From an optimization exercise on the open Yosys and OpenROAD flow, aimed at small area; shortcuts taken in it are not production practice.
Function was checked by simulation only, so behaviour that the tests miss may differ from the original.

## flow/run.sh

```bash
#!/bin/bash
# synth_recipe.tcl (not shown) runs the flow's synth.tcl, then flattens the netlist and writes it again
# the make line also repeats each setting of config.mk as NAME=value (left out here)
make -C /OpenROAD-flow-scripts/flow DESIGN_CONFIG=/design/flow/config.mk WORK_HOME=/design/flow/orfs CLKGATE_MAP_FILE= SYNTH_SCRIPT=/design/flow/synth_recipe.tcl finish
```

## flow/config.mk

```make
export PLATFORM = sky130hd
export DESIGN_NAME = butterfly
export DESIGN_NICKNAME = butterfly
export VERILOG_FILES = /design/flow/design.v
export SDC_FILE = /design/flow/constraint.sdc
export NUM_CORES = 4
export LEC_CHECK = 0
export CAP_MARGIN = 20
export CORE_MARGIN = 2
export CORE_UTILIZATION = 45
export SLEW_MARGIN = 20
```

## flow/constraint.sdc

```tcl
create_clock -name core_clock -period 10.0 [get_ports {clk}]
set_input_delay 2.0000 -clock core_clock [delete_from_list [all_inputs] [get_ports {clk}]]
set_output_delay 2.0000 -clock core_clock [all_outputs]
set_load 0.01 [all_outputs]
```

## flow/design.v

```verilog
module Brent_Kung_Adder(A,B,S);
	input	[64 - 1:0]	A;
	input	[64 - 1:0]	B;
	output	[64:0]		S;
	wire	[64 / 4 * 2 - 1:0]	r_temp;
	wire	[64 / 4 * 2 - 1:0]	r;
	wire	[64 / 4:0]		cin;
	wire	[64 / 4 * 2 - 1:0]	q;
	assign cin[0] = 1'b0;
	generate
	genvar i;
	for(i = 0;i < 64 / 4;i = i + 1) begin: parallel_FA_CLA_prefix
		group_q_generation #(.Groupsize(4))
		f(.a(A[4 * (i + 1) - 1:4 * i]),
		  .b(B[4 * (i + 1) - 1:4 * i]),
		  .cin(cin[i]),
		  .s(S[4 * (i + 1) - 1:4 * i]),
		  .qg(q[i * 2 + 1:i * 2]));
	end
	parallel_prefix_tree_first_half #(.Treesize(64 / 4))
	t1(.q(q[64 / 4 * 2 - 1:0]),
	   .r(r_temp[64 / 4 * 2 - 1:0]));
	parallel_prefix_tree_second_half #(.Treesize(64 / 4))
	t2(.q(r_temp[64 / 4 * 2 - 1:0]),
	   .r(r[64 / 4 * 2 - 1:0]));
	for(i = 0;i < 64 / 4;i = i + 1) begin: cin_generation
		cin_generation_logic f(.r(r[2 * i + 1:2 * i]),
							   .c0(1'b0),
							   .cin(cin[i + 1]));
	end
	assign S[64] = cin[64 / 4];
	endgenerate
endmodule
module parallel_prefix_tree_first_half #(parameter Treesize = 64 / 4)(q,r);
	input	[Treesize * 2 - 1:0]	q;
	output	[Treesize * 2 - 1:0]	r;
	generate
	genvar i;
	if(Treesize == 2) begin: trival_case
		assign r[1:0] = q[1:0];
		prefix_logic f(.ql(q[1:0]),
					   .qh(q[3:2]),
					   .r(r[3:2]));
	end
	else begin: recursive_case
		wire	[Treesize * 2 - 1:0]	r_temp;
		parallel_prefix_tree_first_half #(.Treesize(Treesize / 2))
		recursion_lsbh(.q(q[Treesize - 1:0]),
					   .r(r_temp[Treesize - 1:0]));
		parallel_prefix_tree_first_half #(.Treesize(Treesize / 2))
		recursion_msbh(.q(q[Treesize * 2 - 1:Treesize]),
					   .r(r_temp[Treesize * 2 - 1:Treesize]));
		for(i = 0;i < Treesize * 2;i = i + 2) begin: parallel_stitch_up
			if(i != Treesize * 2 - 2) begin: parallel_stitch_up_pass
				assign r[i + 1:i] = r_temp[i + 1:i];
			end
			else begin: parallel_stitch_up_produce
				prefix_logic f(.ql(r_temp[Treesize - 1:Treesize - 2]),
							   .qh(r_temp[Treesize * 2 - 1:Treesize * 2 - 2]),
							   .r(r[Treesize * 2 - 1:Treesize * 2 - 2]));
			end
		end
	end
	endgenerate
endmodule
module parallel_prefix_tree_second_half #(parameter Treesize = 64 / 4)(q,r);
	input	[Treesize * 2 - 1:0]	q;
	output	[Treesize * 2 - 1:0]	r;
	wire	[Treesize * 2 * ($clog2(Treesize) - 1) - 1:0]	r_temp;
	assign r_temp[Treesize * 2 - 1:0] = q[Treesize * 2 - 1:0];
	generate
	genvar i, j;
	for(i = 0;i < $clog2(Treesize) - 2;i = i + 1) begin: second_half_level
		assign r_temp[Treesize * 2 * (i + 1) + ((Treesize / (2 ** i)) - 1 - 2 ** ($clog2(Treesize / 4) - i)) * 2 - 1:Treesize * 2 * (i + 1)] = r_temp[Treesize * 2 * i + ((Treesize / (2 ** i)) - 1 - 2 ** ($clog2(Treesize / 4) - i)) * 2 - 1:Treesize * 2 * i];
		for(j = (Treesize / (2 ** i)) - 1 - 2 ** ($clog2(Treesize / 4) - i);j < Treesize;j = j + 2 ** ($clog2(Treesize / 2) - i)) begin: second_half_level_logic
			prefix_logic f(.ql(r_temp[Treesize * 2 * i + (j - 2 ** ($clog2(Treesize / 4) - i)) * 2 + 1:Treesize * 2 * i + (j - 2 ** ($clog2(Treesize / 4) - i)) * 2]),
						   .qh(r_temp[Treesize * 2 * i + j * 2 + 1:Treesize * 2 * i + j * 2]),
						   .r(r_temp[Treesize * 2 * (i + 1) + j * 2 + 1:Treesize * 2 * (i + 1) + j * 2]));
			if(j != Treesize - 1 - 2 ** ($clog2(Treesize / 4) - i)) begin: second_half_level_direct_connect
				assign r_temp[Treesize * 2 * (i + 1) + (j + 2 ** ($clog2(Treesize / 2) - i)) * 2 - 1:Treesize * 2 * (i + 1) + j * 2 + 2] = r_temp[Treesize * 2 * i + (j + 2 ** ($clog2(Treesize / 2) - i)) * 2 - 1:Treesize * 2 * i + j * 2 + 2];
			end
		end
		assign r_temp[Treesize * 2 * (i + 2) - 1:Treesize * 2 * (i + 2) - (2 ** ($clog2(Treesize / 4) - i)) * 2] = r_temp[Treesize * 2 * (i + 1) - 1:Treesize * 2 * (i + 1) - (2 ** ($clog2(Treesize / 4) - i)) * 2];
	end
	assign r[1:0] = r_temp[Treesize * 2 * ($clog2(Treesize) - 2) + 1:Treesize * 2 * ($clog2(Treesize) - 2)];
	for(i = 1;i < Treesize;i = i + 2) begin: final_r_odd
		assign r[i * 2 + 1:i * 2] = r_temp[Treesize * 2 * ($clog2(Treesize) - 2) + i * 2 + 1:Treesize * 2 * ($clog2(Treesize) - 2) + i * 2];
	end
	for(i = 2;i < Treesize;i = i + 2) begin: final_r_even
		prefix_logic f(.ql(r_temp[Treesize * 2 * ($clog2(Treesize) - 2) + i * 2 - 1:Treesize * 2 * ($clog2(Treesize) - 2) + i * 2 - 2]),
					   .qh(r_temp[Treesize * 2 * ($clog2(Treesize) - 2) + i * 2 + 1:Treesize * 2 * ($clog2(Treesize) - 2) + i * 2]),
					   .r(r[i * 2 + 1:i * 2]));
	end
	endgenerate
endmodule
module group_q_generation #(parameter Groupsize = 4)(a,b,cin,s,qg);
	input	[Groupsize - 1:0]	a;
	input	[Groupsize - 1:0]	b;
	input				cin;
	output	[Groupsize - 1:0]	s;
	output	[1:0]			qg;
	wire	[2 * Groupsize - 1:0]	q;
	wire	[Groupsize - 1:0]	c;
	assign c[0] = cin;
	generate
	genvar i;
	for(i = 0;i < Groupsize;i = i + 1) begin: parallel_FA_CLA_prefix
		FA_CLA_prefix f(.a(a[i]),
						.b(b[i]),
						.cin(c[i]),
						.s(s[i]),
						.q(q[i * 2 + 1:i * 2]));
		if(i != Groupsize - 1)begin: special_case
			assign c[i + 1] = q[i * 2 + 1] | q[i * 2] & c[i];
		end
	end
	if(Groupsize == 1) begin: case_gs1
		assign qg[1] = q[1];
		assign qg[0] = q[0];
	end
	else if(Groupsize == 2) begin: case_gs2
		assign qg[1] = q[3] | (q[1] & q[2]);
		assign qg[0] = q[2] & q[0];
	end
	else if(Groupsize == 4) begin: case_gs4
		assign qg[1] = q[7] | (q[5] & q[6]) | (q[3] & q[6] & q[4]) | (q[1] & q[6] & q[4] & q[2]);
		assign qg[0] = q[6] & q[4] & q[2] & q[0];
	end
	else if(Groupsize == 8) begin: case_gs8
		assign qg[1] = q[15] | (q[13] & q[14]) | (q[11] & q[14] & q[12]) | (q[9] & q[14] & q[12] & q[10]) | (q[7] & q[14] & q[12] & q[10] & q[8]) | (q[5] & q[14] & q[12] & q[10] & q[8] & q[6]) | (q[3] & q[14] & q[12] & q[10] & q[8] & q[6] & q[4]) | (q[1] & q[14] & q[12] & q[10] & q[8] & q[6] & q[4] & q[2]);
		assign qg[0] = q[14] & q[12] & q[10] & q[8] & q[6] & q[4] & q[2] & q[0];
	end
	endgenerate
endmodule
module cin_generation_logic(r,c0,cin);
	input	[1:0]	r;
	input		c0;
	output		cin;
	assign cin = (r[0] & c0) | r[1];
endmodule
module prefix_logic(ql,qh,r);
	input	[1:0]	ql;
	input	[1:0]	qh;
	output	[1:0]	r;
	assign r[0] = qh[0] & ql[0];
	assign r[1] = (qh[0] & ql[1]) | qh[1];
endmodule
module FA_CLA_prefix(a,b,cin,s,q);
	input 		a;
	input 		b;
	input 		cin;
	output 		s;
	output	[1:0]	q;
	assign q[0] = a ^ b;
	assign s = q[0] ^ cin;
	assign q[1] = a & b;
endmodule
module MULT3 (
	clock,
	dataa,
	datab,
	result);
	input	  clock;
	input signed	[31:0]  dataa;
	input signed	[31:0]  datab;
	output signed	[63:0]  result;
assign result = dataa * datab;
endmodule
module mont_reduce_1(
a,
t
);
parameter MONT = -1044 ;   
parameter QINV = 58728449  ;  
parameter WIDTH = 32    ;  
input signed [63:0] a;       
output reg signed [WIDTH-1:0] t;  
always @* begin
    t = a * QINV;   
end
endmodule
module mont_reduce_2(
a,
t,
result
);
parameter KYBER_Q = 8380417 ; 
parameter WIDTH = 32    ;  
input signed [63:0] a;       
input signed [31:0] t;       
output reg signed [WIDTH-1:0] result;  
reg signed [63:0] t2;
always @* begin
    t2 = a - t*KYBER_Q;     
    result = t2[63:32];         
end
endmodule
module mux_xx2_p(clk, rst_n, a,b,c,d,s,o);
    input clk;
	 input rst_n;
    input [1:0] s;
    input [31:0] a,b,c,d;
    output reg [31:0] o;
    always @(posedge clk) begin
	     if(rst_n) begin
		     o <= 'd0;
		  end
		  else begin
		     case(s)
           2'b00 : o <= a;
           2'b01 : o <= b;
           2'b10 : o <= c;
           default : o <= d;
           endcase
		  end
	 end
endmodule
module butterfly(
	clk,
	rst,
	mode,
	a,
	b,
	w,
	c,
	d
	);
	input clk;
	input rst;
	input [31:0] a;
	input [31:0] b;
	input [31:0] w;
	input [1:0] mode;  
	output [31:0] c;
	output [31:0] d;
	wire [31:0] c_ntt,c_intt,c_bp;
	wire [31:0] d_ntt,d_intt,d_bp;
	wire [63:0] sum; 
	wire [63:0] sub;
	wire [63:0] mult_vw, mult_uw;
	wire [31:0] t_vw;
	wire [31:0] ba_vw;
	wire [63:0] add_a,add_b,sub_a,sub_b, sub_t;
	wire [31:0] cmux,dmux;
	wire [31:0] sub_m;
	wire sum_c, sub_c;
	reg [31:0] a1, b1, a2, b2, a3, b3, a4, b4, a5, b5;
   reg [31:0] t_vw1, ba_vw1;
   reg [63:0] mult_vw1, mult_uw1, mult_vw2, mult_uw2, mult_vw3, mult_uw3;
	reg [63:0] sum1;
	reg [63:0] sub1, sub_t1;
	reg [63:0] add_a1,add_b1,sub_a1,sub_b1;
   reg [1:0] mode1, mode2, mode3, mode4, mode5;
	MULT3 iMULT_0(clk,b,w,mult_vw);
	MULT3 iMULT_1(clk,a,w,mult_uw);
   always @(posedge clk) begin
	   if(rst) begin
		   a1 <= 'd0;
			b1 <= 'd0;
		   mult_vw1 <= 'd0;
			mult_uw1 <= 'd0;
			mode1 <= 'd0;
		end else begin
		   a1 <= a;
			b1 <= b;
		   mult_vw1 <= mult_vw;
			mult_uw1 <= mult_uw;
		   mode1 <= mode;	
		end
	end
	mont_reduce_1 imont_reduce_1_0 (mult_vw1,t_vw);
	always @(posedge clk) begin
	   if(rst) begin
		   a2 <= 'd0;
			b2 <= 'd0;
		   mult_vw2 <= 'd0;
			mult_uw2 <= 'd0;
			t_vw1 <= 'd0;
			mode2 <= 'd0;	
		end else begin
		   a2 <= a1;
			b2 <= b1;
		   mult_vw2 <= mult_vw1;
			mult_uw2 <= mult_uw1;
			t_vw1 <= t_vw;
			mode2 <= mode1;	
		end
	end
	mont_reduce_2 imont_reduce_2_0 (mult_vw2,t_vw1,ba_vw);
	always @(posedge clk) begin
	   if(rst) begin
		   a3 <= 'd0;
			b3 <= 'd0;
		   ba_vw1 <= 'd0;
			mode3 <= 'd0;
		   mult_vw3 <= 'd0;
			mult_uw3 <= 'd0;			
		end else begin
		   a3 <= a2;
			b3 <= b2;
		   ba_vw1 <= ba_vw;
			mode3 <= mode2;	
		   mult_vw3 <= mult_vw2;
			mult_uw3 <= mult_uw2;
		end
	end
	assign add_a = {32'b0, a3};
	assign add_b = (mode3==2'b00)? {32'b0, ba_vw1} : {32'b0, b3};
	assign sub_a = (mode3==2'b00)? {32'b0, a3} : mult_uw3;
	assign sub_b = (mode3==2'b00)? (~{32'b0, ba_vw1} + 1) : (~mult_vw3 + 1);
	always @(posedge clk) begin
	   if(rst) begin
		   a4 <= 'd0;
			b4 <= 'd0;
			mode4 <= 'd0;
			add_a1 <= 'd0;
			add_b1 <= 'd0;
			sub_a1 <= 'd0;
			sub_b1 <= 'd0;
		end else begin
		   a4 <= a3;
			b4 <= b3;
			mode4 <= mode3;
			add_a1 <= add_a;
			add_b1 <= add_b;
			sub_a1 <= sub_a;
			sub_b1 <= sub_b;
		end
	end
	Brent_Kung_Adder  iBKmodADD (add_a1,add_b1,{sum_c,sum});
	Brent_Kung_Adder  iBKmodSUB (sub_a1,sub_b1,{sub_c,sub});
	mont_reduce_1 imont_reduce_sub_1 (sub,sub_t);
	always @(posedge clk) begin
	   if(rst) begin
		   a5 <= 'd0;
			b5 <= 'd0;
		   sum1 <= 'd0;
			sub1 <= 'd0;
			sub_t1 <= 'd0;
			mode5 <= 'd0;
		end else begin
		   a5 <= a4;
			b5 <= b4;
		   sum1 <= sum;
			sub1 <= sub;
			sub_t1 <= sub_t;
			mode5 <= mode4;
		end
	end
	mont_reduce_2 imont_reduce_sub_2 (sub1,sub_t1,sub_m);
	assign c_ntt = sum1[31:0];
	assign d_ntt = sub1[31:0];
	assign c_intt = sum1[31:0];
	assign d_intt = sub_m[31:0];
	assign c_bp = a5;
	assign d_bp = b5;
	mux_xx2_p imux_xx21 (clk,rst,c_ntt,c_intt,c_bp,16'b0,mode5,cmux);
	mux_xx2_p imux_xx22 (clk,rst,d_ntt,d_intt,d_bp,16'b0,mode5,dmux);
	assign c = cmux;
	assign d = dmux;
endmodule
```

==> results.py <==
metrics = {
    "sta": {
        "holdWs_ns": 0.374,
        "finalHoldViolCount": 0,
        "rsz0062_at_grt": "false",
        "max_slew_margin_pct": 30.7,
        "min_period_over_period_pct": 94.6,
        "fin_crit_ns": 9.46,
        "fin_skew_ns": 0.0966,
        "final_max_slew_viol_count": 0,
        "setup_viol": 0,
        "clock.fmax_mhz": 106,
        "max_slew.worst_pin.slew_ns": 1.04,
    },
    "grt": {
        "grt_max_degree": 182,
        "grt_usage_pct": 25.4,
        "grt_first_pass_wirelength_um": 603000,
        "grt_pass1_vias": 101433,
        "grt_overflow": 0,
        "antenna_found_initial": 23,
    },
    "hold_path": {
        "hold_start": "b2[28]$_SDFF_PP0_",
        "hold_class": "flop to flop",
        "worst_hold_path.num_cells": 1,
        "min_to": "b3[28]$_SDFF_PP0_",
    },
    "cells_and_area": {
        "drive_gt1_share_pct": 6.46,
        "nets": 18677,
        "area_growth_pct": 10.6,
        "fill_cells": 28441,
        "fin_util_pct": 50.0,
    },
    "synthesis": {
        "synthDistinctLibCells": 89,
        "syn_nets": 18384,
        "ys_async_sr_fraction_pct": 0,
        "synth_top_cell_by_area": "fa_1",
        "synth_cells": 14404,
        "synth_top_cell_area_share_pct": 40.1,
        "yosysWarnings": 6,
        "ys_ff_latch": 1104,
        "synthAdderAreaFrac_pct": 50.5,
        "synth_flop_cell": "dfxtp_1",
        "muxShareOfSynthArea_pct": 0.376,
        "synth.area.top_cells": "fa_1 40%, dfxtp_1 16%, ha_1 10%",
        "synth_top_family_by_area": "adder cells",
        "yosysSeqAreaShare_pct": 16.1,
        "synthTopCellsByCount": "3048 x inv_1, 2744 x fa_1, 1750 x nand2_1, 1136 x ha_1, 1104 x dfxtp_1",
        "synth_area_mm2": 0.137,
        "avgSynthCellArea_um2": 9.51,
        "synthXorXnorAreaFrac_pct": 2.75,
        "synth-compound-area-share_pct": 6.02,
        "synth-edff-count": 0,
        "synth-simple-area-share_pct": 14.2,
        "yosysMostFrequentCell": "inv_1",
    },
    "setup_path": {
        "ff2ff_path_depth": 35,
        "reg2reg_slack_ns": 0.54,
        "crit_fanout": 6,
        "critPathMaxStageDelay_ns": 0.55,
        "crit_path_top_delay_cell": "fa_1",
        "reg2reg_to": "ba_vw1[29]$_SDFF_PP0_",
        "critPathLaunchType": "flop",
        "cp_data_arrival_time_ns": 10.00,
        "worstPathRequired_ns": 10.54,
        "r2r_start": "t_vw1[5]$_SDFF_PP0_",
        "end_kind": "flop",
        "cpMostUsedCell": "fa_1",
        "path_class": "flop to flop",
        "startpoint": "t_vw1[5]$_SDFF_PP0_",
    },
    "route": {
        "drc": 0,
        "wl_per_cell_um": 20.2,
        "drt_pass1_iterations": 5,
        "antenna_left": 0,
        "finalWirelength_um": 379000,
        "viasPerCell": 5.05,
        "drt_iter0_markers": 6082,
        "vias": 94731,
    },
    "clocking": {
        "clk_latency_ns": 0.80,
        "htreeDepth": 3,
        "clk_pin_slew_ns": 0.07,
        "clockBufferDepth": 3,
        "postCtsSetupBuffers": 0,
        "cts_sinks": 1104,
        "cts_buffers": 116,
        "cts_root_buffer": "clkbuf_16",
        "cts_tree": "built",
    },
    "place": {
        "gp_congestion": 0.934,
        "io_buffers": 163,
        "dp_hpwl_um": 323000,
    },
    "die": {
        "initial_utilization_pct": 45.2,
        "dieArea_mm2": 0.309,
        "core_area_mm2": 0.303,
        "rows": 202,
        "die_h_um": 556,
        "die_width_um": 556,
        "ios": 164,
    },
    "job": {
        "drv_cap": 0,
    },
    "outcome": {
        "status": "finished clean",
    },
}
## cells by family (layout without fill, tap and decap cells)
family / after synthesis / in the layout
XOR/XNOR: 429 / 429
adder cells (fa/ha/maj): 3880 / 3880
other: 0 / 4
AND/OR/NAND/NOR: 3997 / 3997
multiplexers: 50 / 50
buffers and inverters: 3670 / 4060
AO/OA/AOI/OAI: 1274 / 1274
flip-flops: 1104 / 1104
## layer usage
metal | wire length, um | track usage, % | share of wire, % | up-vias
met3 | 23500 | 3.29 | 6.2 | 498
met1 | 172000 | 36.3 | 45 | 47743
met5 | 62 | 0 | 0.016 | -
met2 | 169000 | 39.8 | 44 | 2765
li1 | - | - | - | 43715
met4 | 14700 | 8.73 | 3.9 | 10
## worst max path at each step
stage	to
2_1_floorplan	mult_uw1[60]$_SDFF_PP0_
5_1_grt	ba_vw1[29]$_SDFF_PP0_
3_5_place_dp	mult_uw1[57]$_SDFF_PP0_
3_3_place_gp	mult_uw1[57]$_SDFF_PP0_
6_report	ba_vw1[29]$_SDFF_PP0_
4_1_cts	imux_xx22.o[31]$_SDFF_PP0_
## layout by cell type, fill, tap and decap left out, types with 73 or more instances in the layout
cell / n
buf_4: 522
nand3_1: 73
ha_1: 1136
fa_1: 2744
and2_1: 548
nor2b_1: 739
clkbuf_16: 116
a21oi_1: 417
a21o_1: 228
xnor2_1: 270
clkdlybuf4s50_1: 126
o21ai_0: 188
dfxtp_1: 1101
nand2b_1: 97
buf_12: 112
inv_1: 3047
nand2_1: 1750
xor2_1: 158
nor2_1: 469
## what timing repair did
action / 4_1_cts / 5_1_grt
hold buffers: 0 / 0
setup endpoints to repair: 0 / 11
gates resized for setup: 0 / 6
## area by class of cell
type	count	area [um2]	share of cell area (%)
antenna	4	10.0	0.00661
clock buffer	151	3260	2.15
clock inverter	64	942	0.622
inverter	3048	11400	7.55
multi-input combinational	9630	101000	66.8
sequential	1104	22100	14.6
tap	3978	4980	3.28
timing repair buffer	797	7620	5.03
## per-stage QoR
stage               TNS [ns]  std cells  setup slack [ns]  area, um2
finish                     0      18776             0.542     152000
global route               0      18773          0.000356     152000
CTS                        0      18772             0.239     151000
detailed placement    -0.621      18557            -0.211     147000
global placement      -0.276      18557           -0.0868     147000
floorplan                  0      14404             0.325     137000
## state kept, by name, indices dropped and copies added, names as in the netlist, 51 cells and up
register and flops:
mult_uw3 64, sub1 64, mult_uw2 64, mult_uw1 64, mult_vw1 64, sub_b1 64, mult_vw3 64, mult_vw2 51
sub_a1 64
## worst max-delay path: cells and delay by family (launching register included)
kind / cells / cell delay [ns]
xor gates and xnor gates: 1 / 0.18
DFF: 1 / 0.47
AOI/OAI and AO/OA: 14 / 2.99
buffers and inverters: 6 / 0.67
adders and majority gates: 9 / 3.83
muxes: 1 / 0.16
and+or+nand+nor: 4 / 0.95

[afterwards: timing with drivers on the ports]
The results above use ideal ports. As a check the final layout listed here was re-extracted and re-timed, cells and wires unchanged. Step 1 sets driving cells, clkbuf_16 on the clock port and buf_2 on the other inputs (assumed; they add their load-dependent delay and slew). Step 2 also shifts input and output timing later by t, the mid clock arrival at the registers, as if the neighbouring blocks saw the same clock. Three values: no drivers, after step 1, after step 2; two values: the first two.
shift t [ns]: 0.835
setup slack, ns: 0.542 / 0.542 / -0.151
clock arrival spread, ns: 0.099 / 0.099
With both steps, setup timing fails in this run, where it was met with ideal ports. The setup slack of this run moves by 0.000 ns with the drivers and by -0.693 ns with both steps.
